Context: an optimization exercise on an open-source flow, tuned for small area and a short achievable clock period. The choices shown serve that exercise and are no tape-out recipe. Where RTL was checked, it was by simulation tests only, not by an equivalence proof against the original. Only the layout flow was run in run 1; the RTL was not checked for function there.

==> flow/design.v, too long to show whole: its modules and the start of the top module <==
// module div_pre: 37 lines
// module srt_step: 28 lines
// module srt_iters: 28 lines
// module div_post: 28 lines
// module mul33: 1193 lines
// module reg_file: 39 lines
// module cpu: 225 lines
module cpu(
    input clk,
    input reset,
    input [31:0] instruction_from_icache,
    input busywait_from_icache,
    input [31:0] data_from_dcache,
    input busywait_from_dcache,
    output [31:0] address_to_icache,
    output [31:0] reg0_output,reg1_output,reg2_output,reg3_output,reg4_output,reg5_output,reg6_output,
    output dcache_read,
    output dcache_write,
    output [31:0] dcache_address,
    output [31:0] dcache_writedata
  );
  // ...
==> flow/run.sh <==
#!/bin/bash
# synth_recipe.tcl (not shown) runs the flow's synth.tcl, then flattens the netlist and writes it again
# the make line also repeats each setting of config.mk as NAME=value (left out here)
make -C /OpenROAD-flow-scripts/flow DESIGN_CONFIG=/design/flow/config.mk WORK_HOME=/design/flow/orfs CLKGATE_MAP_FILE= SYNTH_SCRIPT=/design/flow/synth_recipe.tcl finish
==> flow/config.mk <==
export PLATFORM = sky130hd
export DESIGN_NAME = cpu
export DESIGN_NICKNAME = cpu
export VERILOG_FILES = /design/flow/design.v
export SDC_FILE = /design/flow/constraint.sdc
export NUM_CORES = 8
export LEC_CHECK = 0
export CAP_MARGIN = 35
export CORE_MARGIN = 2
export CORE_UTILIZATION = 30
export SLEW_MARGIN = 35
==> flow/constraint.sdc <==
create_clock -name core_clock -period 120.0 [get_ports {clk}]
set_input_delay 24.0000 -clock core_clock [delete_from_list [all_inputs] [get_ports {clk}]]
set_output_delay 24.0000 -clock core_clock [all_outputs]
set_load 0.01 [all_outputs]
==> impl_metrics.csv, run 1 <==
group,metric,value,unit
worst_setup_path,critPathLaunchType,"register",
worst_setup_path,path_class,"register to register",
worst_setup_path,crit_path_start,"res_m[29]",
final_layout,n_antenna_cell,81,
worst_setup_path,rr_endpoint,"rf.hi[23].r[21]",
die,initial_core_util,0.302,
place,dp.cells,24600,
timing,rsz0062_at_grt,"false",
routing,via_per_inst,6.39,
synthesis,ys.flop_type,"edfxtp_1",
synthesis,synth_area_per_cell,8.51,um2
hold_path,worstHoldStart,"dvs_x[1]",
synthesis,synth.top_cell.area_share,0.222,
synthesis,netlist_area,156000,um2
timing,fin_ws,85.01,ns
worst_setup_path,critPathRequiredTime,120.59,ns
outcome,status,"no timing/DRC/antenna violations",
synthesis,synth-xor-area-share,0.0583,
die,io_pins,390,
cts,cts_num_sinks,1443,
synthesis,async_reset_ff_frac,0.201,
final_layout,multi_input_area,104000,um2
synthesis,yosys-top-cells-area,"edfxtp_1 (22%), fa_1 (12%), ha_1 (5.3%)",
final_layout,n_all_buffers,1045,
timing,hold_ws,0.418,ns
cts,cts_tree,"done",
worst_setup_path,regToRegStartpoint,"res_m[29]",
final_layout,seq_cells,1443,
worst_setup_path,worst_setup_path_end_kind,"register",
global_routing,grt_max_degree,167,
final_layout,syn_to_final_growth,12.1,%
final_layout,fin_area,175000,um2
global_routing,grt_pass1_wl,1150000,um
synthesis,synthTopCellsByCount,"nand2_1 (1,584), nor2_1 (1,420), inv_1 (1,332), clkbuf_1 (1,286), o21ai_0 (1,283)",
routing,wl_met3,128000,um
==> module div_pre, before the edit <==
module div_pre(
  input  [31:0] a, b,
  input         sgn,
  output [61:0] w,
  output [31:0] dp,
  output [4:0]  s,
  output        qneg, rneg, dz, one
);
  wire xs = sgn & a[31];
  wire ds = sgn & b[31];
  wire [31:0] xu = xs ? -a : a;
  wire [31:0] du = ds ? -b : b;
  wire le1 = ~|du[31:1];
  assign dz = le1 & ~du[0];
  assign one = le1 & du[0];
  assign qneg = xs ^ ds;
  assign rneg = xs;
  wire [31:0] d0 = du;
  wire s4 = ~|d0[31:16];
  wire [31:0] d1 = s4 ? {d0[15:0], 16'd0} : d0;
  wire s3 = ~|d1[31:24];
  wire [31:0] d2 = s3 ? {d1[23:0], 8'd0} : d1;
  wire s2 = ~|d2[31:28];
  wire [31:0] d3 = s2 ? {d2[27:0], 4'd0} : d2;
  wire s1 = ~|d3[31:30];
  wire [31:0] d4 = s1 ? {d3[29:0], 2'd0} : d3;
  wire s0 = ~d4[31];
  wire [31:0] d5 = s0 ? {d4[30:0], 1'd0} : d4;
  assign s = le1 ? 5'd0 : {s4, s3, s2, s1, s0};
  assign dp = le1 ? 32'd0 : d5;
  wire [61:0] x0 = {30'd0, xu};
  wire [61:0] x1 = (s4 & ~le1) ? {x0[45:0], 16'd0} : x0;
  wire [61:0] x2 = (s3 & ~le1) ? {x1[53:0], 8'd0} : x1;
  wire [61:0] x3 = (s2 & ~le1) ? {x2[57:0], 4'd0} : x2;
  wire [61:0] x4 = (s1 & ~le1) ? {x3[59:0], 2'd0} : x3;
  assign w = (s0 & ~le1) ? {x4[60:0], 1'd0} : x4;
endmodule
==> module srt_iters, before the edit <==
module srt_iters #(parameter J0 = 0, parameter J1 = 16) (
  input  [34:0] si, ci,
  input  [31:0] dp,
  input  [29:0] wl,
  output [34:0] so, co,
  output [3*(J1-J0)-1:0] qd
);
  wire [34:0] ss [J0:J1];
  wire [34:0] cc [J0:J1];
  assign ss[J0] = si;
  assign cc[J0] = ci;
  genvar j;
  generate
    for (j = J0; j < J1; j = j + 1) begin : it
      wire [34:0] sm, cy;
      srt_step st(.si(ss[j]), .ci(cc[j]), .dp(dp), .so(sm), .co(cy), .q(qd[3*(J1-1-j) +: 3]));
      if (j == 15) begin : last
        assign ss[j+1] = sm;
        assign cc[j+1] = cy;
      end else begin : mid
        assign ss[j+1] = {sm[32:0], wl[29-2*j -: 2]};
        assign cc[j+1] = {cy[32:0], 2'b00};
      end
    end
  endgenerate
  assign so = ss[J1];
  assign co = cc[J1];
endmodule
==> module div_post, before the edit <==
module div_post(
  input  [34:0] rs, rc,
  input  [47:0] qd,
  input  [31:0] dp,
  input  [4:0]  s,
  input         qneg, rneg, dz, one, selr,
  output [31:0] res
);
  wire [34:0] r = rs + rc;
  wire [34:0] r2 = rs + rc + {3'b000, dp};
  wire neg = r[34];
  wire [31:0] rf = neg ? r2[31:0] : r[31:0];
  reg [31:0] p, n;
  integer k;
  always @(*) begin
    for (k = 0; k < 16; k = k + 1) begin
      p[2*k +: 2] = qd[3*k+2] ? 2'b00 : qd[3*k +: 2] & 2'b11;
      n[2*k +: 2] = qd[3*k+2] ? qd[3*k +: 2] : 2'b00;
    end
  end
  wire [31:0] qv = p + ~n + {31'd0, ~neg};
  wire [31:0] ru = rf >> s;
  wire [31:0] qu = one ? ru : qv;
  wire [31:0] rr = one ? 32'd0 : ru;
  wire [31:0] qs = qneg ? -qu : qu;
  wire [31:0] rsg = rneg ? -rr : rr;
  assign res = selr ? rsg : (dz ? 32'hffffffff : qs);
endmodule
==> module cpu, before the edit <==
module cpu(
    input clk,
    input reset,
    input [31:0] instruction_from_icache,
    input busywait_from_icache,
    input [31:0] data_from_dcache,
    input busywait_from_dcache,
    output [31:0] address_to_icache,
    output [31:0] reg0_output,reg1_output,reg2_output,reg3_output,reg4_output,reg5_output,reg6_output,
    output dcache_read,
    output dcache_write,
    output [31:0] dcache_address,
    output [31:0] dcache_writedata
  );
  localparam K1 = 5;
  localparam K2 = 6;
  wire stall = busywait_from_icache | busywait_from_dcache;
  wire bj;
  wire [31:0] bj_addr;
  reg [31:0] pc;
  always @(posedge clk or posedge reset)
    if (reset) pc <= 32'hFFFFFFFC;
    else if (!stall) pc <= bj ? bj_addr : pc + 32'd4;
  assign address_to_icache = pc;
  reg [31:0] ir;
  reg ir_v;
  always @(posedge clk or posedge reset)
    if (reset) ir_v <= 1'b0;
    else if (bj) ir_v <= 1'b0;
    else if (!stall) ir_v <= 1'b1;
  always @(posedge clk)
    if (!stall) ir <= instruction_from_icache;
  wire [6:0] opc = ir[6:0];
  wire [2:0] f3 = ir[14:12];
  wire [6:0] f7 = ir[31:25];
  wire is_lui   = opc == 7'b0110111;
  wire is_auipc = opc == 7'b0010111;
  wire is_jal   = opc == 7'b1101111;
  wire is_jalr  = opc == 7'b1100111;
  wire is_br    = opc == 7'b1100011;
  wire is_ld    = opc == 7'b0000011;
  wire is_st    = opc == 7'b0100011;
  wire is_opi   = opc == 7'b0010011;
  wire is_op    = opc == 7'b0110011;
  wire is_m     = is_op & (f7 == 7'b0000001);
  wire is_div   = is_m & f3[2];
  wire d_we = ir_v & (is_lui | is_auipc | is_jal | is_jalr | is_ld | is_opi | is_op);
  wire d_mr = ir_v & is_ld;
  wire d_mw = ir_v & is_st;
  wire d_br = ir_v & is_br;
  wire d_jp = ir_v & (is_jal | is_jalr);
  wire [1:0] d_rsel = is_lui ? 2'd1 : (is_jal | is_jalr) ? 2'd3 : (is_op & is_m) ? 2'd0 : 2'd2;
  wire d_in1 = is_auipc | is_jal;
  wire d_in2 = is_auipc | is_jal | is_jalr | is_ld | is_st | is_opi;
  wire d_cpl = is_br | (is_op & f7[5]);
  wire [2:0] d_aluop = (is_opi | is_op) ? f3 : 3'd0;
  wire [31:0] imm_i = {{21{ir[31]}}, ir[30:20]};
  wire [31:0] imm_s = {{21{ir[31]}}, ir[30:25], ir[11:7]};
  wire [31:0] imm_b = {{20{ir[31]}}, ir[7], ir[30:25], ir[11:8], 1'b0};
  wire [31:0] imm_u = {ir[31:12], 12'd0};
  wire [31:0] imm_j = {{12{ir[31]}}, ir[19:12], ir[20], ir[30:21], 1'b0};
  wire [31:0] d_imm = (is_lui | is_auipc) ? imm_u : is_jal ? imm_j : is_st ? imm_s : is_br ? imm_b : imm_i;
  wire [31:0] rs1v, rs2v, wdata;
  reg we_m;
  reg [4:0] rd_m;
  reg_file rf(
    .clk(clk), .reset(reset),
    .ra1(ir[19:15]), .ra2(ir[24:20]), .rd1(rs1v), .rd2(rs2v),
    .we(we_m), .wa(rd_m), .wd(wdata),
    .r0(reg0_output), .r1(reg1_output), .r2(reg2_output), .r3(reg3_output),
    .r4(reg4_output), .r5(reg5_output), .r6(reg6_output)
  );
  wire [61:0] dv_w;
  wire [31:0] dv_dp;
  wire [4:0]  dv_s;
  wire dv_qneg, dv_rneg, dv_dz, dv_one;
  div_pre dpre(.a(rs1v), .b(rs2v), .sgn(~f3[0]), .w(dv_w), .dp(dv_dp), .s(dv_s),
               .qneg(dv_qneg), .rneg(dv_rneg), .dz(dv_dz), .one(dv_one));
  wire [34:0] d_ds, d_dc;
  wire [3*K1-1:0] d_dq;
  srt_iters #(.J0(0), .J1(K1)) dit1(.si({3'b000, dv_w[61:30]}), .ci(35'd0), .dp(dv_dp),
               .wl(dv_w[29:0]), .so(d_ds), .co(d_dc), .qd(d_dq));
  reg we_x, mr_x, mw_x, br_x, jp_x;
  always @(posedge clk or posedge reset)
    if (reset) {we_x, mr_x, mw_x, br_x, jp_x} <= 5'd0;
    else if (bj) {we_x, mr_x, mw_x, br_x, jp_x} <= 5'd0;
    else if (!stall) {we_x, mr_x, mw_x, br_x, jp_x} <= {d_we, d_mr, d_mw, d_br, d_jp};
  reg [4:0] rd_x;
  reg [2:0] f3_x, aluop_x;
  reg [1:0] rsel_x;
  reg in1_x, in2_x, cpl_x, ld_x;
  reg [31:0] d1_x, d2_x, imm_x;
  reg [2:0] dsh_x, dch_x;
  reg [3*K1-1:0] dq_x;
  reg [29:0] dw_x;
  reg [4:0] dvs_x;
  reg qneg_x, rneg_x, dz_x, one_x;
  always @(posedge clk)
    if (!stall) begin
      rd_x <= ir[11:7];
      f3_x <= f3;
      aluop_x <= d_aluop;
      rsel_x <= d_rsel;
      in1_x <= d_in1;
      in2_x <= d_in2;
      cpl_x <= d_cpl;
      ld_x <= is_ld;
      d1_x <= is_div ? d_ds[31:0] : rs1v;
      d2_x <= is_div ? dv_dp : rs2v;
      imm_x <= is_div ? d_dc[31:0] : d_imm;
      dsh_x <= d_ds[34:32];
      dch_x <= d_dc[34:32];
      dq_x <= d_dq;
      dw_x <= dv_w[29:0];
      dvs_x <= dv_s;
      {qneg_x, rneg_x, dz_x, one_x} <= {dv_qneg, dv_rneg, dv_dz, dv_one};
    end
  wire [31:0] pc_x = pc - 32'd8;       
  wire [31:0] op1 = in1_x ? pc_x : d1_x;
  wire [31:0] op2 = in2_x ? imm_x : d2_x;
  wire [31:0] op2c = cpl_x ? -op2 : op2;
  wire [31:0] sum = op1 + op2c;
  wire ltu = op1 < op2c;
  wire lts = (op1[31] ^ op2c[31]) ? op1[31] : ltu;
  wire big = |op2c[31:5];
  wire [31:0] sll = big ? 32'd0 : op1 << op2c[4:0];
  wire [31:0] srl = big ? 32'd0 : op1 >> op2c[4:0];
  reg [31:0] alu;
  always @(*)
    case (aluop_x)
      3'd0: alu = sum;
      3'd1: alu = sll;
      3'd2: alu = {31'd0, lts};
      3'd3: alu = {31'd0, ltu};
      3'd4: alu = op1 ^ op2c;
      3'd5: alu = srl;
      3'd6: alu = op1 | op2c;
      default: alu = op1 & op2c;
    endcase
  wire zero = ~|sum;
  wire sign = sum[31];
  reg cond;
  always @(*)
    case (f3_x)
      3'b000: cond = zero;
      3'b001: cond = ~zero;
      3'b100: cond = ~zero & sign;
      3'b101: cond = ~sign;
      3'b110: cond = ~zero & ltu;
      3'b111: cond = ~ltu;
      default: cond = 1'b0;
    endcase
  assign bj = (br_x & cond) | jp_x;
  assign bj_addr = jp_x ? sum : pc_x + imm_x;
  wire msg = f3_x[1:0] == 2'b01;
  wire [63:0] prod;
  mul33 mu(.a({msg & d1_x[31], d1_x}), .b({msg & d2_x[31], d2_x}), .p(prod));
  wire [31:0] mres = (f3_x[1:0] == 2'b00) ? prod[31:0] : prod[63:32];
  reg [31:0] res;
  always @(*)
    case (rsel_x)
      2'd0: res = mres;
      2'd1: res = imm_x;
      2'd2: res = alu;
      default: res = pc - 32'd4;
    endcase
  wire [34:0] x_ds, x_dc;
  wire [3*K2-1:0] x_dq;
  wire [31:0] dp_x = d2_x;
  srt_iters #(.J0(K1), .J1(K1+K2)) dit2(.si({dsh_x, d1_x}), .ci({dch_x, imm_x}), .dp(dp_x),
               .wl(dw_x), .so(x_ds), .co(x_dc), .qd(x_dq));
  wire div_x = (rsel_x == 2'd0) & f3_x[2];
  reg mr_m, mw_m;
  always @(posedge clk or posedge reset)
    if (reset) {we_m, mr_m, mw_m} <= 3'd0;
    else if (!stall) {we_m, mr_m, mw_m} <= {we_x, mr_x, mw_x};
  reg [2:0] f3_m;
  reg ld_m, dv_m;
  reg [31:0] res_m, sd_m;
  reg [2:0] dsh_m;
  reg [34:0] dc_m;
  reg [3*(K1+K2)-1:0] dq_m;
  reg [29:0] dw_m;
  reg [4:0] dvs_m;
  reg qneg_m, rneg_m, dz_m, one_m;
  always @(posedge clk)
    if (!stall) begin
      rd_m <= rd_x;
      f3_m <= f3_x;
      ld_m <= ld_x;
      dv_m <= div_x;
      res_m <= div_x ? x_ds[31:0] : res;
      sd_m <= d2_x;
      dsh_m <= x_ds[34:32];
      dc_m <= x_dc;
      dq_m <= {dq_x, x_dq};
      dw_m <= dw_x;
      dvs_m <= dvs_x;
      {qneg_m, rneg_m, dz_m, one_m} <= {qneg_x, rneg_x, dz_x, one_x};
    end
  assign dcache_read = mr_m;
  assign dcache_write = mw_m;
  assign dcache_address = res_m;
  assign dcache_writedata = (f3_m == 3'b000) ? {24'd0, sd_m[7:0]} :
                            (f3_m == 3'b001) ? {16'd0, sd_m[15:0]} : sd_m;
  reg [31:0] ldv;
  always @(*)
    case (f3_m)
      3'b000: ldv = {{24{data_from_dcache[7]}}, data_from_dcache[7:0]};
      3'b001: ldv = {{16{data_from_dcache[15]}}, data_from_dcache[15:0]};
      3'b010: ldv = data_from_dcache;
      3'b100: ldv = {24'd0, data_from_dcache[7:0]};
      3'b101: ldv = {16'd0, data_from_dcache[15:0]};
      default: ldv = 32'd0;
    endcase
  wire [34:0] m_ds, m_dc;
  wire [3*(16-K1-K2)-1:0] m_dq;
  wire [31:0] dp_m = sd_m;
  srt_iters #(.J0(K1+K2), .J1(16)) dit3(.si({dsh_m, res_m}), .ci(dc_m), .dp(dp_m),
               .wl(dw_m), .so(m_ds), .co(m_dc), .qd(m_dq));
  wire [31:0] dres;
  div_post dpost(.rs(m_ds), .rc(m_dc), .qd({dq_m, m_dq}), .dp(dp_m), .s(dvs_m),
                 .qneg(qneg_m), .rneg(rneg_m), .dz(dz_m), .one(one_m), .selr(f3_m[1]), .res(dres));
  assign wdata = ld_m ? ldv : dv_m ? dres : res_m;
endmodule
==> run 2, diff against run 1 <==
--- a/flow/design.v
+++ b/flow/design.v
@@ -3,10 +3,9 @@
   input         sgn,
-  output [61:0] w,
+  output [62:0] w,
   output [31:0] dp,
   output [4:0]  s,
-  output        qneg, rneg, dz, one
+  output        xneg, ds, dz, one
 );
-  wire xs = sgn & a[31];
-  wire ds = sgn & b[31];
-  wire [31:0] xu = xs ? -a : a;
+  assign xneg = sgn & a[31];
+  assign ds = sgn & b[31];
   wire [31:0] du = ds ? -b : b;
@@ -15,4 +14,4 @@
   assign one = le1 & du[0];
-  assign qneg = xs ^ ds;
-  assign rneg = xs;
+  wire [32:0] xe = {xneg, a};
+  wire [32:0] xi = (one & ds) ? -xe : xe;
   wire [31:0] d0 = du;
@@ -30,13 +29,12 @@
   assign dp = le1 ? 32'd0 : d5;
-  wire [61:0] x0 = {30'd0, xu};
-  wire [61:0] x1 = (s4 & ~le1) ? {x0[45:0], 16'd0} : x0;
-  wire [61:0] x2 = (s3 & ~le1) ? {x1[53:0], 8'd0} : x1;
-  wire [61:0] x3 = (s2 & ~le1) ? {x2[57:0], 4'd0} : x2;
-  wire [61:0] x4 = (s1 & ~le1) ? {x3[59:0], 2'd0} : x3;
-  assign w = (s0 & ~le1) ? {x4[60:0], 1'd0} : x4;
+  wire [62:0] x0 = {{30{xi[32]}}, xi};
+  wire [62:0] x1 = (s4 & ~le1) ? {x0[46:0], 16'd0} : x0;
+  wire [62:0] x2 = (s3 & ~le1) ? {x1[54:0], 8'd0} : x1;
+  wire [62:0] x3 = (s2 & ~le1) ? {x2[58:0], 4'd0} : x2;
+  wire [62:0] x4 = (s1 & ~le1) ? {x3[60:0], 2'd0} : x3;
+  assign w = (s0 & ~le1) ? {x4[61:0], 1'd0} : x4;
 endmodule
-module srt_step(
+module srt_sel(
   input  [34:0] si, ci,
   input  [31:0] dp,
-  output [34:0] so, co,
   output [2:0]  q
@@ -55,3 +53,2 @@
   wire gem1 = $signed(~y) <= $signed(m2);
-  wire pos = ge1;
   wire two = ge2 | ~gem1;
@@ -59,3 +56,11 @@
   assign q = {~ge0, two, one};
-  wire [34:0] m = ({35{one}} & {3'b000, dp}) | ({35{two}} & {2'b00, dp, 1'b0});
+endmodule
+module srt_csa(
+  input  [34:0] si, ci,
+  input  [31:0] dp,
+  input  [2:0]  q,
+  output [34:0] so, co
+);
+  wire pos = ~q[2] & (q[1] | q[0]);
+  wire [34:0] m = ({35{q[0]}} & {3'b000, dp}) | ({35{q[1]}} & {2'b00, dp, 1'b0});
   wire [34:0] x = m ^ {35{pos}};
@@ -65,3 +70,3 @@
 endmodule
-module srt_iters #(parameter J0 = 0, parameter J1 = 16) (
+module srt_iters #(parameter J0 = 0, parameter J1 = 16, parameter QI = 0, parameter QO = 0) (
   input  [34:0] si, ci,
@@ -69,4 +74,6 @@
   input  [29:0] wl,
+  input  [2:0]  qi,
   output [34:0] so, co,
-  output [3*(J1-J0)-1:0] qd
+  output [3*(J1-J0)-1:0] qd,
+  output [2:0]  qo
 );
@@ -80,3 +87,10 @@
       wire [34:0] sm, cy;
-      srt_step st(.si(ss[j]), .ci(cc[j]), .dp(dp), .so(sm), .co(cy), .q(qd[3*(J1-1-j) +: 3]));
+      wire [2:0] q;
+      if (QI && j == J0) begin : qin
+        assign q = qi;
+      end else begin : qsel
+        srt_sel sl(.si(ss[j]), .ci(cc[j]), .dp(dp), .q(q));
+      end
+      srt_csa st(.si(ss[j]), .ci(cc[j]), .dp(dp), .q(q), .so(sm), .co(cy));
+      assign qd[3*(J1-1-j) +: 3] = q;
       if (j == 15) begin : last
@@ -89,2 +103,7 @@
     end
+    if (QO) begin : qout
+      srt_sel sl(.si(ss[J1]), .ci(cc[J1]), .dp(dp), .q(qo));
+    end else begin : noqout
+      assign qo = 3'b000;
+    end
   endgenerate
@@ -98,9 +117,11 @@
   input  [4:0]  s,
-  input         qneg, rneg, dz, one, selr,
+  input         xneg, ds, dz, one, selr,
   output [31:0] res
 );
-  wire [34:0] r = rs + rc;
-  wire [34:0] r2 = rs + rc + {3'b000, dp};
-  wire neg = r[34];
-  wire [31:0] rf = neg ? r2[31:0] : r[31:0];
+  wire [34:0] r1 = rs + rc;
+  wire [34:0] r2 = rs + rc + (xneg ? ~{3'b000, dp} + 35'd1 : {3'b000, dp});
+  wire zero = ~|r1;
+  wire corr = xneg ? (~r1[34] & ~zero) : r1[34];
+  wire [34:0] rf = corr ? r2 : r1;
+  wire [34:0] rsh = $signed(rf) >>> s;
   reg [31:0] p, n;
@@ -109,3 +130,3 @@
     for (k = 0; k < 16; k = k + 1) begin
-      p[2*k +: 2] = qd[3*k+2] ? 2'b00 : qd[3*k +: 2] & 2'b11;
+      p[2*k +: 2] = qd[3*k+2] ? 2'b00 : qd[3*k +: 2];
       n[2*k +: 2] = qd[3*k+2] ? qd[3*k +: 2] : 2'b00;
@@ -113,9 +134,10 @@
   end
-  wire [31:0] qv = p + ~n + {31'd0, ~neg};
-  wire [31:0] ru = rf >> s;
-  wire [31:0] qu = one ? ru : qv;
-  wire [31:0] rr = one ? 32'd0 : ru;
-  wire [31:0] qs = qneg ? -qu : qu;
-  wire [31:0] rsg = rneg ? -rr : rr;
-  assign res = selr ? rsg : (dz ? 32'hffffffff : qs);
+  wire [31:0] qa = ds ? n : p;
+  wire [31:0] qb = ds ? p : n;
+  wire [31:0] q0 = qa - qb;
+  wire [31:0] qc = (xneg ^ ds) ? qa - qb + 32'd1 : qa - qb - 32'd1;
+  wire [31:0] qf = corr ? qc : q0;
+  wire [31:0] qv = dz ? 32'hffffffff : one ? rf[31:0] : qf;
+  wire [31:0] rv = one ? 32'd0 : rsh[31:0];
+  assign res = selr ? rv : qv;
 endmodule
@@ -1367,4 +1389,6 @@
   );
-  localparam K1 = 5;
-  localparam K2 = 6;
+  localparam K1 = 4;
+  localparam K2 = 7;
+  localparam Q1 = 1;
+  localparam Q2 = 1;
   wire stall = busywait_from_icache | busywait_from_dcache;
@@ -1425,12 +1449,13 @@
   );
-  wire [61:0] dv_w;
+  wire [62:0] dv_w;
   wire [31:0] dv_dp;
   wire [4:0]  dv_s;
-  wire dv_qneg, dv_rneg, dv_dz, dv_one;
+  wire dv_xneg, dv_ds, dv_dz, dv_one;
   div_pre dpre(.a(rs1v), .b(rs2v), .sgn(~f3[0]), .w(dv_w), .dp(dv_dp), .s(dv_s),
-               .qneg(dv_qneg), .rneg(dv_rneg), .dz(dv_dz), .one(dv_one));
+               .xneg(dv_xneg), .ds(dv_ds), .dz(dv_dz), .one(dv_one));
   wire [34:0] d_ds, d_dc;
   wire [3*K1-1:0] d_dq;
-  srt_iters #(.J0(0), .J1(K1)) dit1(.si({3'b000, dv_w[61:30]}), .ci(35'd0), .dp(dv_dp),
-               .wl(dv_w[29:0]), .so(d_ds), .co(d_dc), .qd(d_dq));
+  wire [2:0] d_qo;
+  srt_iters #(.J0(0), .J1(K1), .QI(0), .QO(Q1)) dit1(.si({{2{dv_w[62]}}, dv_w[62:30]}), .ci(35'd0),
+               .dp(dv_dp), .wl(dv_w[29:0]), .qi(3'b000), .so(d_ds), .co(d_dc), .qd(d_dq), .qo(d_qo));
   reg we_x, mr_x, mw_x, br_x, jp_x;
@@ -1447,5 +1472,6 @@
   reg [3*K1-1:0] dq_x;
+  reg [2:0] qo_x;
   reg [29:0] dw_x;
   reg [4:0] dvs_x;
-  reg qneg_x, rneg_x, dz_x, one_x;
+  reg xneg_x, ds_x, dz_x, one_x;
   always @(posedge clk)
@@ -1466,5 +1492,6 @@
       dq_x <= d_dq;
+      qo_x <= d_qo;
       dw_x <= dv_w[29:0];
       dvs_x <= dv_s;
-      {qneg_x, rneg_x, dz_x, one_x} <= {dv_qneg, dv_rneg, dv_dz, dv_one};
+      {xneg_x, ds_x, dz_x, one_x} <= {dv_xneg, dv_ds, dv_dz, dv_one};
     end
@@ -1522,4 +1549,5 @@
   wire [31:0] dp_x = d2_x;
-  srt_iters #(.J0(K1), .J1(K1+K2)) dit2(.si({dsh_x, d1_x}), .ci({dch_x, imm_x}), .dp(dp_x),
-               .wl(dw_x), .so(x_ds), .co(x_dc), .qd(x_dq));
+  wire [2:0] x_qo;
+  srt_iters #(.J0(K1), .J1(K1+K2), .QI(Q1), .QO(Q2)) dit2(.si({dsh_x, d1_x}), .ci({dch_x, imm_x}),
+               .dp(dp_x), .wl(dw_x), .qi(qo_x), .so(x_ds), .co(x_dc), .qd(x_dq), .qo(x_qo));
   wire div_x = (rsel_x == 2'd0) & f3_x[2];
@@ -1535,5 +1563,6 @@
   reg [3*(K1+K2)-1:0] dq_m;
+  reg [2:0] qo_m;
   reg [29:0] dw_m;
   reg [4:0] dvs_m;
-  reg qneg_m, rneg_m, dz_m, one_m;
+  reg xneg_m, ds_m, dz_m, one_m;
   always @(posedge clk)
@@ -1549,5 +1578,6 @@
       dq_m <= {dq_x, x_dq};
+      qo_m <= x_qo;
       dw_m <= dw_x;
       dvs_m <= dvs_x;
-      {qneg_m, rneg_m, dz_m, one_m} <= {qneg_x, rneg_x, dz_x, one_x};
+      {xneg_m, ds_m, dz_m, one_m} <= {xneg_x, ds_x, dz_x, one_x};
     end
@@ -1571,7 +1601,8 @@
   wire [31:0] dp_m = sd_m;
-  srt_iters #(.J0(K1+K2), .J1(16)) dit3(.si({dsh_m, res_m}), .ci(dc_m), .dp(dp_m),
-               .wl(dw_m), .so(m_ds), .co(m_dc), .qd(m_dq));
+  wire [2:0] m_qo;
+  srt_iters #(.J0(K1+K2), .J1(16), .QI(Q2), .QO(0)) dit3(.si({dsh_m, res_m}), .ci(dc_m),
+               .dp(dp_m), .wl(dw_m), .qi(qo_m), .so(m_ds), .co(m_dc), .qd(m_dq), .qo(m_qo));
   wire [31:0] dres;
   div_post dpost(.rs(m_ds), .rc(m_dc), .qd({dq_m, m_dq}), .dp(dp_m), .s(dvs_m),
-                 .qneg(qneg_m), .rneg(rneg_m), .dz(dz_m), .one(one_m), .selr(f3_m[1]), .res(dres));
+                 .xneg(xneg_m), .ds(ds_m), .dz(dz_m), .one(one_m), .selr(f3_m[1]), .res(dres));
   assign wdata = ld_m ? ldv : dv_m ? dres : res_m;
--- a/flow/config.mk
+++ b/flow/config.mk
@@ -7,2 +7,3 @@
 export LEC_CHECK = 0
+export ABC_AREA = 1
 export CAP_MARGIN = 35
@@ -10,2 +11,3 @@
 export CORE_UTILIZATION = 30
+export PLACE_DENSITY = 0.5
 export SLEW_MARGIN = 35
==> run 2 against run 1 <==
Register-to-register slack better by 6.7 ns. First-iteration DRC count is 23% lower. Worst hold slack worse by 0.0067 ns. Count of clock-buffer cells in the layout is 2 higher. Global-route usage is 1.3 points higher. Die area is 4.7% lower.
==> impl_metrics.csv, run 2 <==
group,metric,value,unit
outcome,status,"no timing/DRC/antenna violations",
global_routing,grt_pass1_wl,1120000,um
worst_setup_path,critPathRequiredTime,120.63,ns
hold_path,whs_path_depth,0,
synthesis,synth_top_family_by_area,"simple AND/OR/NAND/NOR gates",
final_layout,regArea,41900,um2
cts,root_buffer,"clkbuf_16",
flow_run,maxCapViolations,0,
place,dp.cells,25600,
synthesis,synthMuxAreaShare,0.00162,
synthesis,yosys.area_share.simple,0.219,
timing,fin_setup_tns,0,ns
worst_setup_path,critPathLaunchType,"register",
routing,num_vias,149000,
synthesis,synthTopCellsByCount,"nand2_1 (4,869), inv_1 (2,203), xor2_1 (1,267), nor2_1 (1,195), edfxtp_1 (1,152)",
synthesis,synth_compound_area_frac,0.137,
cts,cts_tree,"done",
final_layout,nets,21000,
global_routing,grt_usage,0.316,
global_routing,gr-total-overflow,0,
cts,htreeDepth,4,
global_routing,grt_max_degree,156,
routing,drtPass1Iterations,9,
routing,ant_nets,0,
cts,ctsResizeCount,0,
hold_path,hold_path.class,"register to register",
synthesis,synthCells,19300,
worst_setup_path,max_stage_delay,0.65,ns
cts,path_clk_slew,0.07,ns
final_layout,layout-drive-gt1-share,0.0633,
synthesis,synth_adder_area_share,0.189,
routing,wire_per_inst,31.7,um
synthesis,ys.flop_type,"edfxtp_1",
timing,rsz0062_at_grt,"false",
routing,via_per_inst,5.75,
place,portBuffers,389,
die,die_w,708,um
timing,slew_headroom,0.252,
timing,final_hold_viol_count,0,
synthesis,yosysMostFrequentCell,"nand2_1",
worst_setup_path,crit_path_frequent_cell,"inv_1",
global_routing,antenna_found_initial,83,
die,io_pins,390,
die,die-area,501000,um2
final_layout,fin_cells,26000,
final_layout,largest_register_ffs,800,
final_layout,top_register,"rf.hi.r",
worst_setup_path,crit_family,"adder cells",
final_layout,fillers,52500,
timing,fin_crit,28.34,ns
synthesis,ys_types,76,
global_routing,first_global_vias,141000,
worst_setup_path,arrival,28.97,ns
worst_setup_path,crit_cells,125,
worst_setup_path,path_class,"register to register",
synthesis,yosys-top-cells-area,"edfxtp_1 (23%), fa_1 (13%), nand2_1 (12%)",
timing,final_max_slew_viol_count,0,
worst_setup_path,cpMaxStageDelayCell,"inv_2",
worst_setup_path,crit_buf_inv,28,
worst_setup_path,reg2reg_depth,125,
timing,finClkSkew,0.187,ns
place,routabilityCongestion,1.03,
routing,drt-total-wl,822000,um
synthesis,synth_seq_area_share,0.282,
synthesis,yosysTopAreaCell,"edfxtp_1",
synthesis,netlist_area,149000,um2
synthesis,ys_ff_latch,1442,
timing,fmax,0.0353,GHz
die,core,494000,um2
cts,hold_buffers,0,
final_layout,layout_commonest_cell,"nand2_1",
place,hpwl,596000,um
synthesis,synth-edff-count,1152,
timing,worst_pin_slew,1.11,ns
final_layout,multi_input_area,94600,um2
synthesis,synth.top_cell.area_share,0.233,
routing,drt_iter0_drc,21700,
final_layout,syn_to_final_growth,12.6,%
die,initial_core_util,0.301,
die,dieHeight,708,um
synthesis,syn_nets,21000,
final_layout,fin_area,168000,um2
worst_setup_path,cp_max_fo,31,
cts,clk_latency,1.01,ns
synthesis,async_reset_ff_frac,0.201,
synthesis,yosys_warnings,7,
place,place_area,162000,um2
final_layout,final_cell_mix,"nand2_1 (4,857), inv_1 (2,186), xor2_1 (1,266)",
cts,postCtsSetupBuffers,0,
timing,setup_viol,0,
die,placementRows,258,
worst_setup_path,worst_setup_path_end_kind,"register",
cts,cts_inserted_buffers,174,
timing,period_share,0.236,
final_layout,layout_top_registers,"rf.hi.r x800, rf.lo.r x224, dq_m x33",
synthesis,synth_area_per_cell,7.72,um2
synthesis,synth-xor-area-share,0.0839,
cts,cts_num_sinks,1442,
cts,cts.path.max_buffers,4,
routing,post-route-drc-count,0,
[run 2: path summary, 6_finish.rpt]
| path | start | endpoint | slack [ns] |
|---|---|---|---|
| max | d2_x[25] | qo_m[0] | 91.66 |
| min | xneg_x | xneg_m | 0.41 |
| max reg2reg | d2_x[25] | qo_m[0] | 91.66 |
| min reg2reg | xneg_x | xneg_m | 0.41 |
| max in group asynchronous | reset | rf.lo[1].r[25] | 94.53 |
| min in group asynchronous | reset | rf.lo[4].r[4] | 23.56 |
[run 2: worst reg2reg max path, delay by kind of cell, from the launching register on]
family                     cells  cell delay [ns]
AOI/OAI and AO/OA             39             5.97
xor gates and xnor gates      14             3.36
adders and majority gates     28            11.19
buffers and inverters         28             4.94
DFF                            1             0.32
and+or+nand+nor               16             2.34
[run 2: metal layers]
metal	vias to the layer above	global-route usage	routed length [um]
li1	64100	-	-
met1	72400	0.389	306000
met2	10100	0.476	350000
met3	2682	0.0900	96200
met4	64	0.216	69300
met5	-	0	437
[run 2: metrics by stage]
step	hold WS (ns)	util	setup slack (ns)
after floorplan	0.400	-	85.27
after global placement	0.402	0.326	91.55
after global routing	0.422	0.339	89.36
after detailed placement	0.406	0.327	91.72
after CTS	0.403	0.339	91.69
final	0.411	0.339	91.66
[run 2: final cells by class]
type | instances | share of cell area
multi-input combinational | 14400 | 0.565
clock inverter | 92 | 0.00530
clock buffer | 226 | 0.0291
timing repair buffer | 935 | 0.0497
inverter | 2308 | 0.0519
tap | 6500 | 0.0485
antenna | 47 | 0.000702
sequential | 1442 | 0.250
[run 2: kinds of logic (layout without fill, tap and decap cells)]
group | Yosys count | count (layout)
AO/OA/AOI/OAI | 3454 | 3454
adder cells (fa/ha/maj) | 1680 | 1680
flip-flops | 1442 | 1442
other | 0 | 47
AND/OR/NAND/NOR | 7840 | 7840
multiplexers | 24 | 24
buffers and inverters | 3403 | 3561
XOR/XNOR | 1425 | 1425
==> module reg_file, before the edit <==
module reg_file(
  input clk, input reset,
  input [4:0] ra1, ra2,
  output [31:0] rd1, rd2,
  input we, input [4:0] wa, input [31:0] wd,
  output [31:0] r0, r1, r2, r3, r4, r5, r6
);
  wire [31:0] q [0:31];
  reg [31:7] v;
  genvar i;
  generate
    for (i = 0; i < 7; i = i + 1) begin : lo
      reg [31:0] r;
      always @(posedge clk or posedge reset)
        if (reset) r <= 32'd0;
        else if (we && wa == i) r <= wd;
      assign q[i] = r;
    end
    for (i = 7; i < 32; i = i + 1) begin : hi
      reg [31:0] r;
      always @(posedge clk)
        if (we && wa == i) r <= wd;
      assign q[i] = r;
    end
  endgenerate
  always @(posedge clk or posedge reset)
    if (reset) v <= 25'd0;
    else if (we && wa >= 5'd7) v[wa] <= 1'b1;
  wire [31:0] vall = {v, 7'b1111111};
  assign rd1 = q[ra1] & {32{vall[ra1]}};
  assign rd2 = q[ra2] & {32{vall[ra2]}};
  assign r0 = q[0];
  assign r1 = q[1];
  assign r2 = q[2];
  assign r3 = q[3];
  assign r4 = q[4];
  assign r5 = q[5];
  assign r6 = q[6];
endmodule
==> run 3, diff against run 2 <==
--- a/flow/design.v
+++ b/flow/design.v
@@ -1338,3 +1338,3 @@
   input clk, input reset,
-  input [4:0] ra1, ra2,
+  input [31:0] ra1, ra2,
   output [31:0] rd1, rd2,
@@ -1365,4 +1365,16 @@
   wire [31:0] vall = {v, 7'b1111111};
-  assign rd1 = q[ra1] & {32{vall[ra1]}};
-  assign rd2 = q[ra2] & {32{vall[ra2]}};
+  wire [31:0] s1 = ra1 & vall;
+  wire [31:0] s2 = ra2 & vall;
+  reg [31:0] o1, o2;
+  integer k;
+  always @(*) begin
+    o1 = 32'd0;
+    o2 = 32'd0;
+    for (k = 0; k < 32; k = k + 1) begin
+      o1 = o1 | (q[k] & {32{s1[k]}});
+      o2 = o2 | (q[k] & {32{s2[k]}});
+    end
+  end
+  assign rd1 = o1;
+  assign rd2 = o2;
   assign r0 = q[0];
@@ -1407,4 +1419,9 @@
     else if (!stall) ir_v <= 1'b1;
+  reg [31:0] ra1_oh, ra2_oh;
   always @(posedge clk)
-    if (!stall) ir <= instruction_from_icache;
+    if (!stall) begin
+      ir <= instruction_from_icache;
+      ra1_oh <= 32'd1 << instruction_from_icache[19:15];
+      ra2_oh <= 32'd1 << instruction_from_icache[24:20];
+    end
   wire [6:0] opc = ir[6:0];
@@ -1444,3 +1461,3 @@
     .clk(clk), .reset(reset),
-    .ra1(ir[19:15]), .ra2(ir[24:20]), .rd1(rs1v), .rd2(rs2v),
+    .ra1(ra1_oh), .ra2(ra2_oh), .rd1(rs1v), .rd2(rs2v),
     .we(we_m), .wa(rd_m), .wd(wdata),
@@ -1505,4 +1522,11 @@
   wire big = |op2c[31:5];
-  wire [31:0] sll = big ? 32'd0 : op1 << op2c[4:0];
-  wire [31:0] srl = big ? 32'd0 : op1 >> op2c[4:0];
+  wire shl = ~aluop_x[2];
+  reg [31:0] shin, shout, shres;
+  integer b;
+  always @(*) begin
+    for (b = 0; b < 32; b = b + 1) shin[b] = shl ? op1[31-b] : op1[b];
+    shout = shin >> op2c[4:0];
+    for (b = 0; b < 32; b = b + 1) shres[b] = shl ? shout[31-b] : shout[b];
+  end
+  wire [31:0] sh = big ? 32'd0 : shres;
   reg [31:0] alu;
@@ -1511,3 +1535,3 @@
       3'd0: alu = sum;
-      3'd1: alu = sll;
+      3'd1: alu = sh;
       3'd2: alu = {31'd0, lts};
@@ -1515,3 +1539,3 @@
       3'd4: alu = op1 ^ op2c;
-      3'd5: alu = srl;
+      3'd5: alu = sh;
       3'd6: alu = op1 | op2c;
@@ -1574,3 +1598,4 @@
       res_m <= div_x ? x_ds[31:0] : res;
-      sd_m <= d2_x;
+      sd_m <= (f3_x == 3'b000) ? {24'd0, d2_x[7:0]} :
+              (f3_x == 3'b001) ? {16'd0, d2_x[15:0]} : d2_x;
       dsh_m <= x_ds[34:32];
@@ -1586,4 +1611,3 @@
   assign dcache_address = res_m;
-  assign dcache_writedata = (f3_m == 3'b000) ? {24'd0, sd_m[7:0]} :
-                            (f3_m == 3'b001) ? {16'd0, sd_m[15:0]} : sd_m;
+  assign dcache_writedata = sd_m;
   reg [31:0] ldv;
==> run 3 against run 2 <==
Die area grew 0.65%. Cell count shrank 0.44%. Critical endpoint unchanged. Core utilization is essentially flat. Synthesized cell count shrank 1.6%. Count of clock-buffer cells in the layout shrank 20. Critical path type unchanged. Largest cell class unchanged. Still clean.
==> impl_metrics.csv, run 3 <==
group,metric,value,unit
place,portBuffers,389,
worst_setup_path,cpMaxStageDelayCell,"clkinv_1",
synthesis,ys_types,79,
final_layout,final_cell_mix,"nand2_1 (4,484), inv_1 (2,206), xor2_1 (1,283)",
synthesis,synth_seq_area_share,0.293,
final_layout,layout-drive-gt1-share,0.0645,
synthesis,yosys-top-cells-area,"edfxtp_1 (24%), fa_1 (13%), nand2_1 (11%)",
timing,final_max_slew_viol_count,0,
global_routing,grt_usage,0.318,
outcome,status,"no timing/DRC/antenna violations",
routing,ant_nets,0,
cts,path_clk_slew,0.08,ns
timing,finClkSkew,0.149,ns
die,core,497000,um2
cts,clk_latency,1.00,ns
global_routing,grt_pass1_wl,1130000,um
synthesis,synth-edff-count,1216,
final_layout,nets,20800,
die,io_pins,390,
synthesis,yosysMostFrequentCell,"nand2_1",
synthesis,netlist_area,150000,um2
final_layout,syn_to_final_growth,12.6,%
timing,final_hold_viol_count,0,
synthesis,ys.flop_type,"edfxtp_1",
synthesis,synth_area_per_cell,7.89,um2
global_routing,met2_usage,0.466,
routing,wire_per_inst,32.1,um
final_layout,layout_commonest_cell,"nand2_1",
timing,fin_setup_tns,0,ns
timing,period_share,0.255,
flow_run,maxCapViolations,0,
timing,fin_crit,30.59,ns
worst_setup_path,critPathRequiredTime,120.66,ns
final_layout,largest_register_ffs,800,
worst_setup_path,arrival,31.25,ns
routing,drtPass1Iterations,9,
hold_path,hold_path.class,"register to register",
synthesis,synthCells,19000,
die,dieHeight,710,um
cts,cts_tree,"done",
timing,slew_headroom,0.255,
place,hpwl,606000,um
routing,drt_iter0_drc,21200,
timing,fmax,0.0327,GHz
global_routing,grt_max_degree,103,
global_routing,use_met1,0.405,
final_layout,fillers,52700,
global_routing,first_global_vias,138000,
cts,postCtsSetupBuffers,0,
die,die-area,505000,um2
die,die_w,710,um
cts,root_buffer,"clkbuf_16",
global_routing,gr-total-overflow,0,
timing,worst_pin_slew,1.12,ns
worst_setup_path,cp_max_fo,32,
synthesis,synth.top_cell.area_share,0.244,
cts,cts_num_sinks,1506,
worst_setup_path,crit_path_frequent_cell,"inv_1",
die,placementRows,259,
final_layout,layout_top_registers,"rf.hi.r x800, rf.lo.r x224, dq_m x33",
synthesis,yosys_warnings,7,
global_routing,grt_util_met3,0.0850,
final_layout,final_util,0.339,
place,routabilityCongestion,1.07,
worst_setup_path,crit_family,"adder cells",
global_routing,antenna_found_initial,73,
cts,ctsResizeCount,0,
routing,drt-total-wl,831000,um
synthesis,async_reset_ff_frac,0.193,
final_layout,top_register,"rf.hi.r",
routing,post-route-drc-count,0,
worst_setup_path,critPathLaunchType,"register",
worst_setup_path,path_class,"register to register",
synthesis,ys_ff_latch,1506,
worst_setup_path,max_stage_delay,0.71,ns
cts,cts_inserted_buffers,180,
synthesis,yosysTopAreaCell,"edfxtp_1",
worst_setup_path,worst_setup_path_end_kind,"register",
synthesis,syn_nets,20700,
global_routing,grt-busiest-layer,"met2",
timing,rsz0062_at_grt,"false",
die,initial_core_util,0.301,
cts,cts.path.max_buffers,4,
worst_setup_path,r2r_setup_slack,89.41,ns
routing,via_per_inst,5.70,
cts,hold_buffers,0,
cts,htreeDepth,4,
timing,setup_viol,0,
synthesis,synthTopCellsByCount,"nand2_1 (4,492), inv_1 (2,231), xor2_1 (1,286), nor2_1 (1,259), edfxtp_1 (1,216)",
routing,num_vias,147000,
worst_setup_path,crit_buf_inv,30,
[run 3: cell count changes after synthesis, moves of 35 or more]
cell      delta
nand2_1    -377
o21ai_0    -181
nand4_1    -111
nand3_1     +67
edfxtp_1    +64
nor2_1      +64
a221oi_1    -63
a21oi_1     -60
a31oi_1     +46
a22o_1      +42
or2_2       -35
[run 3: final timing paths]
kind	end	from	cells past startpoint
setup / recovery	qo_m[0]	qo_x[0]	123
hold / removal	dw_m[5]	dit2.wl[5]	0
setup reg to reg	qo_m[0]	qo_x[0]	123
hold reg to reg	dw_m[5]	dit2.wl[5]	0
max in group asynchronous	jp_x	reset	4
min in group asynchronous	rf.lo[5].r[29]	reset	2
[run 3: kinds of logic after synthesis]
family	share of synthesized area
AOI/OAI and AO/OA	0.136
xor gates and xnor gates	0.0845
adders and majority gates	0.188
buffers and inverters	0.0876
DFF	0.293
muxes	0.00282
and+or+nand+nor	0.209
[run 3: layer usage]
layer | up-vias | share of wire
li1 | 63100 | -
met1 | 72000 | 0.38
met3 | 2442 | 0.11
met4 | 34 | 0.089
met5 | - | 0.00053
met2 | 9843 | 0.41
[run 3: cell type report]
class,count,area [um2],area share
clock buffers,206,4670,0.0277
inverters,2348,8830,0.0524
flip-flops and latches,1506,43800,0.260
well taps,6655,8330,0.0494
multi-input cells,14000,93300,0.554
diodes,41,103,0.000608
repair buffers,931,8110,0.0481
clock inverters,125,1430,0.00847
[run 3: through the flow]
| step | hold slack [ns] | cells | setup WS [ns] | cell area [um2] |
|---|---|---|---|---|
| floorplan | 0.400 | 19000 | 83.00 | 150000 |
| global placement | 0.402 | 25500 | 89.35 | 162000 |
| detailed placement | 0.406 | 25500 | 89.53 | 162000 |
| CTS | 0.394 | 25800 | 89.53 | 168000 |
| global route | 0.403 | 25800 | 86.97 | 169000 |
| finish | 0.392 | 25900 | 89.41 | 169000 |
==> run 4, diff against run 3 <==
--- a/flow/design.v
+++ b/flow/design.v
@@ -1401,4 +1401,4 @@
   );
-  localparam K1 = 4;
-  localparam K2 = 7;
+  localparam K1 = 5;
+  localparam K2 = 6;
   localparam Q1 = 1;
==> run 4 against run 3 <==
Register-to-register slack better by 0.95 ns. Critical path depth up 11. Sequential cell count increased by 1. Final area is 0.62% higher. Count of clock-buffer cells in the layout rose by 19. Synthesized cell count rose by 1.3%. Via count is 0.41% higher. Fmax up 3.2%. Critical path type unchanged. Largest cell class unchanged.
==> impl_metrics.csv, run 4 <==
group,metric,value,unit
global_routing,grt_usage,0.326,
place,portBuffers,389,
timing,setup_viol,0,
timing,final_hold_viol_count,0,
final_layout,layout_commonest_cell,"nand2_1",
synthesis,synth_seq_area_share,0.291,
place,place_area,163000,um2
worst_setup_path,path_class,"register to register",
global_routing,grt_max_degree,130,
synthesis,synth_area_per_cell,7.85,um2
synthesis,yosys_warnings,7,
worst_setup_path,max_stage_delay,0.71,ns
worst_setup_path,crit_family,"adder cells",
worst_setup_path,critPathLaunchType,"register",
synthesis,syn_nets,21000,
place,place_ws,90.51,ns
die,io_pins,390,
global_routing,grt_pass1_wl,1170000,um
timing,finClkSkew,0.117,ns
synthesis,yosysMostFrequentCell,"nand2_1",
final_layout,layout_top_registers,"rf.hi.r x800, rf.lo.r x224, dq_m x33",
timing,final_max_slew_viol_count,0,
timing,rsz0062_at_grt,"false",
synthesis,ys_types,78,
outcome,status,"no timing/DRC/antenna violations",
routing,drt-total-wl,859000,um
final_layout,final_cell_mix,"nand2_1 (4,426), inv_1 (2,298), nand3_1 (1,331)",
hold_path,hold_path.class,"register to register",
final_layout,nets,21000,
die,initial_core_util,0.301,
cts,hold_buffers,0,
synthesis,async_reset_ff_frac,0.192,
final_layout,fin_area,170000,um2
synthesis,yosysTopAreaCell,"edfxtp_1",
synthesis,yosys-top-cells-area,"edfxtp_1 (24%), fa_1 (13%), nand2_1 (11%)",
routing,wire_per_inst,32.9,um
cts,path_clk_slew,0.06,ns
cts,htreeDepth,4,
synthesis,synth.top_cell.area_share,0.242,
synthesis,synth-edff-count,1217,
place,routabilityCongestion,1.04,
worst_setup_path,cpMaxStageDelayCell,"edfxtp_1",
routing,ant_nets,0,
synthesis,ys.flop_type,"edfxtp_1",
timing,worst_pin_slew,1.11,ns
timing,fmax,0.0337,GHz
worst_setup_path,crit_path_frequent_cell,"inv_1",
routing,via_per_inst,5.67,
die,die_w,713,um
die,core,501000,um2
timing,slew_headroom,0.260,
die,dieHeight,713,um
cts,postCtsSetupBuffers,0,
synthesis,synthTopCellsByCount,"nand2_1 (4,441), inv_1 (2,314), nand3_1 (1,333), nor2_1 (1,287), xor2_1 (1,281)",
timing,fin_ws,90.36,ns
final_layout,largest_register_ffs,800,
timing,fin_crit,29.64,ns
worst_setup_path,worst_setup_path_end_kind,"register",
routing,drtPass1Iterations,7,
global_routing,antenna_found_initial,61,
synthesis,netlist_area,151000,um2
final_layout,syn_to_final_growth,12.5,%
timing,fin_setup_tns,0,ns
cts,cts_inserted_buffers,185,
routing,drt_iter0_drc,20100,
timing,period_share,0.247,
cts,cts.path.max_buffers,4,
die,die-area,508000,um2
synthesis,ys_ff_latch,1507,
place,hpwl,659000,um
cts,cts_num_sinks,1507,
cts,clk_latency,0.95,ns
global_routing,first_global_vias,140000,
final_layout,top_register,"rf.hi.r",
worst_setup_path,arrival,30.36,ns
routing,post-route-drc-count,0,
cts,root_buffer,"clkbuf_16",
worst_setup_path,crit_buf_inv,31,
die,placementRows,260,
cts,ctsResizeCount,0,
routing,num_vias,148000,
synthesis,synthCells,19200,
global_routing,gr-total-overflow,0,
final_layout,layout-drive-gt1-share,0.0653,
cts,cts_tree,"done",
worst_setup_path,cp_max_fo,35,
flow_run,maxCapViolations,0,
worst_setup_path,critPathRequiredTime,120.72,ns
## run 4: kinds of logic after synthesis
| logic type | Yosys count | synth area share |
|---|---|---|
| adders and majority gates | 1683 | 0.187 |
| buffers and inverters | 3523 | 0.0905 |
| AOI/OAI and AO/OA | 3350 | 0.133 |
| and+or+nand+nor | 7664 | 0.213 |
| DFF | 1507 | 0.291 |
| muxes | 43 | 0.00286 |
| xor gates and xnor gates | 1435 | 0.0834 |
## run 4: through the flow
| step | instances | hold WS [ns] | util |
|---|---|---|---|
| after floorplan | 19200 | 0.400 | - |
| after CTS | 26100 | 0.418 | 0.338 |
| final | 26100 | 0.417 | 0.339 |
| after detailed placement | 25700 | 0.405 | 0.326 |
| after global routing | 26100 | 0.422 | 0.339 |
| after global placement | 25700 | 0.403 | 0.325 |
## run 4: layout make-up
| cell class | count | area, um2 |
|---|---|---|
| Fill cell | 53300 | 331000 |
| Multi-Input combinational cell | 14200 | 94000 |
| Sequential cell | 1507 | 43800 |
| Inverter | 2434 | 9150 |
| Tap cell | 6681 | 8360 |
| Timing Repair Buffer | 920 | 8020 |
| Clock buffer | 225 | 4900 |
| Clock inverter | 116 | 1360 |
| Antenna cell | 31 | 77.6 |
## run 4: layer usage
metal | global-route usage | share of wire
met1 | 0.417 | 0.39
met2 | 0.499 | 0.43
met3 | 0.0880 | 0.11
met4 | 0.180 | 0.068
met5 | 0 | 0.00029
## run 4: worst paths after layout
kind | startpoint | to | slack (ns) | cells past startpoint
setup / recovery | ra2_oh[15] | qo_x[0] | 90.36 | 134
hold / removal | dz_x | dz_m | 0.42 | 0
setup reg to reg | ra2_oh[15] | qo_x[0] | 90.36 | 134
min in group asynchronous | reset | we_x | 23.58 | 2
hold reg to reg | dz_x | dz_m | 0.42 | 0
max in group asynchronous | reset | rf.v[16] | 92.60 | 7
==> run 5, diff against run 4 <==
--- a/flow/design.v
+++ b/flow/design.v
@@ -1403,3 +1403,3 @@
   localparam K2 = 6;
-  localparam Q1 = 1;
+  localparam Q1 = 0;
   localparam Q2 = 1;
==> run 5 against run 4 <==
Critical path depth down 7. Fmax increased by 5.7%. Critical path type unchanged. Worst hold slack got worse by 0.047 ns. Cell count is 0.35% lower. Sequential share of layout area increased by 0.17 points. Non-clock buffer count increased by 24. Largest cell class unchanged. First-iteration DRC count grew 7.4%.
==> impl_metrics.csv, run 5 <==
group,metric,value,unit
die,dieHeight,713,um
cts,cts_tree,"done",
synthesis,synthCells,19100,
routing,ant_nets,0,
final_layout,layout_commonest_cell,"nand2_1",
global_routing,grt_usage,0.321,
routing,num_vias,149000,
global_routing,antenna_found_initial,70,
cts,postCtsSetupBuffers,0,
die,die_w,713,um
die,io_pins,390,
place,portBuffers,389,
place,hpwl,620000,um
global_routing,grt_max_degree,144,
cts,cts.path.max_buffers,4,
worst_setup_path,path_class,"register to register",
final_layout,layout-drive-gt1-share,0.0679,
flow_run,maxCapViolations,0,
hold_path,hold_path.class,"register to register",
die,placementRows,260,
hold_path,whs_path_depth,0,
worst_setup_path,critPathLaunchType,"register",
synthesis,ys.flop_type,"edfxtp_1",
die,initial_core_util,0.301,
routing,drt-total-wl,848000,um
timing,fin_crit,28.05,ns
final_layout,largest_register_ffs,800,
synthesis,syn_nets,20900,
timing,fin_setup_tns,0,ns
worst_setup_path,crit_family,"adder cells",
synthesis,synthTopCellsByCount,"nand2_1 (4,652), inv_1 (2,230), nand3_1 (1,292), xor2_1 (1,254), edfxtp_1 (1,218)",
worst_setup_path,worst_setup_path_end_kind,"register",
worst_setup_path,crit_buf_inv,31,
cts,cts_num_sinks,1508,
synthesis,synth.top_cell.area_share,0.243,
hold_path,min_to,"dw_m[5]",
worst_setup_path,arrival,28.60,ns
cts,root_buffer,"clkbuf_16",
final_layout,fin_area,169000,um2
die,die-area,508000,um2
cts,cts_inserted_buffers,168,
hold_path,worstHoldStart,"dit2.wl[5]",
global_routing,first_global_vias,141000,
synthesis,async_reset_ff_frac,0.192,
worst_setup_path,cp_max_fo,34,
routing,drt_iter0_drc,21600,
worst_setup_path,rr_endpoint,"qo_m[0]",
timing,fin_ws,91.95,ns
worst_setup_path,reg2reg_depth,127,
die,core,501000,um2
timing,final_hold_viol_count,0,
place,place_area,163000,um2
timing,fmax,0.0357,GHz
synthesis,ys_ff_latch,1508,
synthesis,synth_area_per_cell,7.88,um2
final_layout,syn_to_final_growth,11.9,%
timing,period_share,0.234,
cts,hold_buffers,0,
global_routing,gr-total-overflow,0,
worst_setup_path,crit_path_frequent_cell,"inv_1",
place,routabilityCongestion,1.01,
cts,path_clk_slew,0.07,ns
synthesis,ys_types,95,
worst_setup_path,critPathRequiredTime,120.56,ns
synthesis,synth-edff-count,1218,
worst_setup_path,max_stage_delay,0.64,ns
final_layout,final_cell_mix,"nand2_1 (4,642), inv_1 (2,204), nand3_1 (1,291)",
worst_setup_path,regToRegStartpoint,"d2_x[30]",
worst_setup_path,r2r_setup_slack,91.95,ns
routing,drtPass1Iterations,7,
cts,ctsResizeCount,0,
synthesis,synth_seq_area_share,0.291,
worst_setup_path,cpMaxStageDelayCell,"inv_2",
place,place_ws,91.61,ns
synthesis,yosysTopAreaCell,"edfxtp_1",
timing,slew_headroom,0.261,
timing,final_max_slew_viol_count,0,
outcome,status,"no timing/DRC/antenna violations",
final_layout,top_register,"rf.hi.r",
routing,via_per_inst,5.73,
timing,finClkSkew,0.122,ns
timing,rsz0062_at_grt,"false",
synthesis,yosysMostFrequentCell,"nand2_1",
routing,post-route-drc-count,0,
cts,htreeDepth,4,
routing,wire_per_inst,32.6,um
final_layout,nets,20900,
final_layout,layout_top_registers,"rf.hi.r x800, rf.lo.r x224, dq_m x33",
global_routing,grt_pass1_wl,1150000,um
synthesis,yosys_warnings,7,
synthesis,netlist_area,151000,um2
timing,worst_pin_slew,1.10,ns
synthesis,yosys-top-cells-area,"edfxtp_1 (24%), fa_1 (13%), nand2_1 (12%)",
timing,setup_viol,0,
cts,clk_latency,0.92,ns
## run 5: cell count changes after synthesis, moves of 27 or more
| cell | previous run | this run |
|---|---|---|
| inv_1 | 2314 | 2230 |
| a22o_1 | 104 | 72 |
| a31oi_1 | 118 | 83 |
| nand2_1 | 4441 | 4652 |
| o21ai_0 | 965 | 895 |
| nor2_1 | 1287 | 1140 |
| nand2_2 | 42 | 70 |
| nand3_1 | 1333 | 1292 |
| xor2_1 | 1281 | 1254 |
## run 5: worst max path at each step
stage / from / end / cells after the start
6_report: d2_x[30] / qo_m[0] / 127
5_1_grt: d2_x[30] / qo_m[0] / 130
4_1_cts: d2_x[30] / qo_m[0] / 126
3_5_place_dp: d2_x[30] / qo_m[0] / 126
3_3_place_gp: d2_x[30] / qo_m[0] / 131
2_1_floorplan: busywait_from_dcache / we_m / 3
## run 5: layout make-up
class,instances,area [um2]
Fill cell,53400,332000
Multi-Input combinational cell,14200,93800
Timing Repair Buffer,944,8260
Antenna cell,51,128
Clock inverter,75,698
Sequential cell,1508,43900
Tap cell,6681,8360
Inverter,2366,8900
Clock buffer,220,4610
## run 5: worst reg2reg max path, delay by kind of cell (launching register included)
kind                       cells  cell delay (ns)
AOI/OAI and AO/OA             28             4.82
xor gates and xnor gates      12             3.06
adders and majority gates     25             9.05
buffers and inverters         31             6.14
DFF                            1             0.39
and+or+nand+nor               31             4.32
## run 5: cell families after synthesis
group	count (synthesis)	share of synthesized area
and+or+nand+nor	7801	0.219
AOI/OAI and AO/OA	3250	0.130
adders and majority gates	1680	0.187
xor gates and xnor gates	1395	0.0812
buffers and inverters	3450	0.0905
DFF	1508	0.291
muxes	27	0.00179
## run 5: per-stage QoR
stage | hold slack [ns] | util | cells
2_1_floorplan | 0.400 | - | 19100
3_3_place_gp | 0.400 | 0.325 | 25600
3_5_place_dp | 0.405 | 0.325 | 25600
4_1_cts | 0.379 | 0.336 | 25900
5_1_grt | 0.400 | 0.336 | 26000
6_report | 0.371 | 0.337 | 26000
## run 5: routing by layer
metal / track usage / vias to the layer above / wire (um)
met2: 0.476 / 9895 / 355000
met4: 0.211 / 34 / 69100
met3: 0.0943 / 2529 / 98700
li1: - / 63500 / -
met1: 0.406 / 73000 / 325000
met5: 0.00123 / - / 471
==> run 6, diff against run 5 <==
--- a/flow/config.mk
+++ b/flow/config.mk
@@ -11,2 +11,5 @@
 export CORE_UTILIZATION = 30
+export CTS_BUF_LIST = sky130_fd_sc_hd__clkbuf_8
+export CTS_CLUSTER_DIAMETER = 70
+export CTS_CLUSTER_SIZE = 14
 export PLACE_DENSITY = 0.5
==> run 6 against run 5 <==
Still clean. Non-clock buffer count is the same. Synthesized cell count did not move. Via count is essentially flat. Sequential cell count is the same. Die area unchanged. Final area is 1.6% lower. Routed wire length is essentially flat. Cell count down 0.31%. First-iteration DRC count down 0.72%. Critical path type unchanged. Largest cell class unchanged.
==> impl_metrics.csv, run 6 <==
group,metric,value,unit
die,initial_core_util,0.301,
timing,final_max_slew_viol_count,0,
global_routing,grt_usage,0.321,
timing,rsz0062_at_grt,"false",
worst_setup_path,critPathLaunchType,"register",
synthesis,synth_area_per_cell,7.88,um2
worst_setup_path,critPathRequiredTime,120.66,ns
timing,slew_headroom,0.272,
cts,cts_inserted_buffers,145,
synthesis,yosysTopAreaCell,"edfxtp_1",
synthesis,synthCells,19100,
worst_setup_path,cpMaxStageDelayCell,"inv_2",
final_layout,final_cell_mix,"nand2_1 (4,642), inv_1 (2,245), nand3_1 (1,291)",
synthesis,ys.flop_type,"edfxtp_1",
flow_run,maxCapViolations,0,
hold_path,worstHoldStart,"dq_x[6]",
outcome,status,"no timing/DRC/antenna violations",
worst_setup_path,arrival,28.68,ns
timing,period_share,0.233,
place,hpwl,620000,um
die,io_pins,390,
synthesis,syn_nets,20900,
final_layout,top_register,"rf.hi.r",
synthesis,ys_ff_latch,1508,
worst_setup_path,crit_path_start,"d2_x[30]",
timing,fmax,0.0357,GHz
timing,setup_viol,0,
die,placementRows,260,
synthesis,yosys-top-cells-area,"edfxtp_1 (24%), fa_1 (13%), nand2_1 (12%)",
die,dieHeight,713,um
die,core,501000,um2
worst_setup_path,max_stage_delay,0.64,ns
global_routing,antenna_found_initial,69,
routing,via_per_inst,5.75,
routing,num_vias,149000,
global_routing,gr-total-overflow,0,
synthesis,yosys_warnings,7,
place,dp.cells,25600,
cts,root_buffer,"clkbuf_8",
cts,path_clk_slew,0.09,ns
worst_setup_path,regToRegStartpoint,"d2_x[30]",
synthesis,synth-edff-count,1218,
timing,worst_pin_slew,1.09,ns
final_layout,fin_cells,25900,
cts,clk_latency,1.06,ns
cts,cts.path.max_buffers,4,
global_routing,grt_max_degree,144,
synthesis,yosysMostFrequentCell,"nand2_1",
synthesis,netlist_area,151000,um2
cts,cts_num_sinks,1508,
die,die_w,713,um
place,portBuffers,389,
timing,finClkSkew,0.170,ns
cts,ctsResizeCount,0,
hold_path,hold_path.class,"register to register",
global_routing,grt_pass1_wl,1150000,um
cts,postCtsSetupBuffers,0,
worst_setup_path,cp_max_fo,34,
cts,htreeDepth,4,
synthesis,synth_seq_area_share,0.291,
synthesis,synth.top_cell.area_share,0.243,
routing,drt-total-wl,848000,um
routing,drt_iter0_drc,21400,
[run 6: kinds of logic after synthesis]
| logic type | after synthesis | synth area share |
|---|---|---|
| XOR/XNOR | 1395 | 0.0812 |
| multiplexers | 27 | 0.00179 |
| buffers and inverters | 3450 | 0.0905 |
| AO/OA/AOI/OAI | 3250 | 0.130 |
| AND/OR/NAND/NOR | 7801 | 0.219 |
| adder cells (fa/ha/maj) | 1680 | 0.187 |
| flip-flops | 1508 | 0.291 |
[run 6: path summary, 6_finish.rpt]
| kind | to | slack [ns] | cells after the start |
|---|---|---|---|
| min reg2reg | dq_m[24] | 0.42 | 0 |
| min in group asynchronous | rf.lo[6].r[3] | 23.56 | 2 |
| max | qo_m[0] | 91.98 | 127 |
| max in group asynchronous | rf.v[13] | 94.46 | 4 |
| max reg2reg | qo_m[0] | 91.98 | 127 |
| min | dq_m[24] | 0.42 | 0 |
[run 6: per-layer routing]
metal,part of all wire,GRT usage
met1,0.38,0.406
met2,0.42,0.478
met3,0.12,0.0917
met4,0.081,0.209
met5,0.00090,0.00603
[run 6: through the flow]
stage	utilization	worst slack [ns]	instance area [um2]	hold slack (ns)
after floorplan	-	83.16	151000	0.400
after global routing	0.331	89.57	166000	0.434
final	0.331	91.98	166000	0.416
after detailed placement	0.325	91.61	163000	0.405
after CTS	0.331	91.49	166000	0.423
after global placement	0.325	91.50	163000	0.400
[run 6: area by class of cell]
| class | instances | area [um2] | area share |
|---|---|---|---|
| diodes | 45 | 113 | 0.000679 |
| clock buffers | 150 | 2060 | 0.0124 |
| clock inverters | 71 | 508 | 0.00306 |
| inverters | 2366 | 8900 | 0.0536 |
| multi-input cells | 14200 | 93800 | 0.566 |
| flip-flops and latches | 1508 | 43900 | 0.264 |
| well taps | 6681 | 8360 | 0.0504 |
| repair buffers | 944 | 8260 | 0.0498 |
[run 6: critical path, delay by kind of cell, from the launching register on]
kind	cells	cell delay, ns
compound gates	28	4.81
xor+xnor	12	3.03
fa+ha+maj	25	9.06
buf+inv	31	6.06
flops	1	0.40
simple gates	31	4.24

afterwards: timing with drivers on the ports:
Ports are ideal in the flow. The routed layouts listed here were re-timed in OpenROAD.
Step 1 (the two cells are an assumption about what drives the block):
set clk [get_ports {clk}]
set_driving_cell -lib_cell sky130_fd_sc_hd__clkbuf_16 $clk
set_driving_cell -lib_cell sky130_fd_sc_hd__buf_2 [delete_from_list [all_inputs] $clk]
Step 2 adds t to the input delays and takes it off the output delays; t is the mean of the earliest and latest rising clock arrival at the registers after step 1. Input paths then give back, and output paths get back, about the clock's delay inside the block.
Slacks: ideal / step 1 / step 2; pairs: ideal / step 1.
run	t (ns)	setup slack, ns	worst register clock-pin slew, ns	cell pins on the clock port's net
run 1	1.048	85.006 / 85.006 / 85.006	0.08 / 0.08	1
run 2	1.024	91.656 / 91.656 / 91.656	0.07 / 0.07	1
run 3	1.012	89.413 / 89.413 / 89.413	0.10 / 0.10	1
run 4	1.014	90.359 / 90.359 / 90.359	0.08 / 0.08	1
run 5	0.994	91.954 / 91.954 / 91.954	0.08 / 0.08	1
run 6	1.109	91.985 / 91.985 / 91.985	0.12 / 0.12	1
After both steps setup and hold are still met in every run listed.
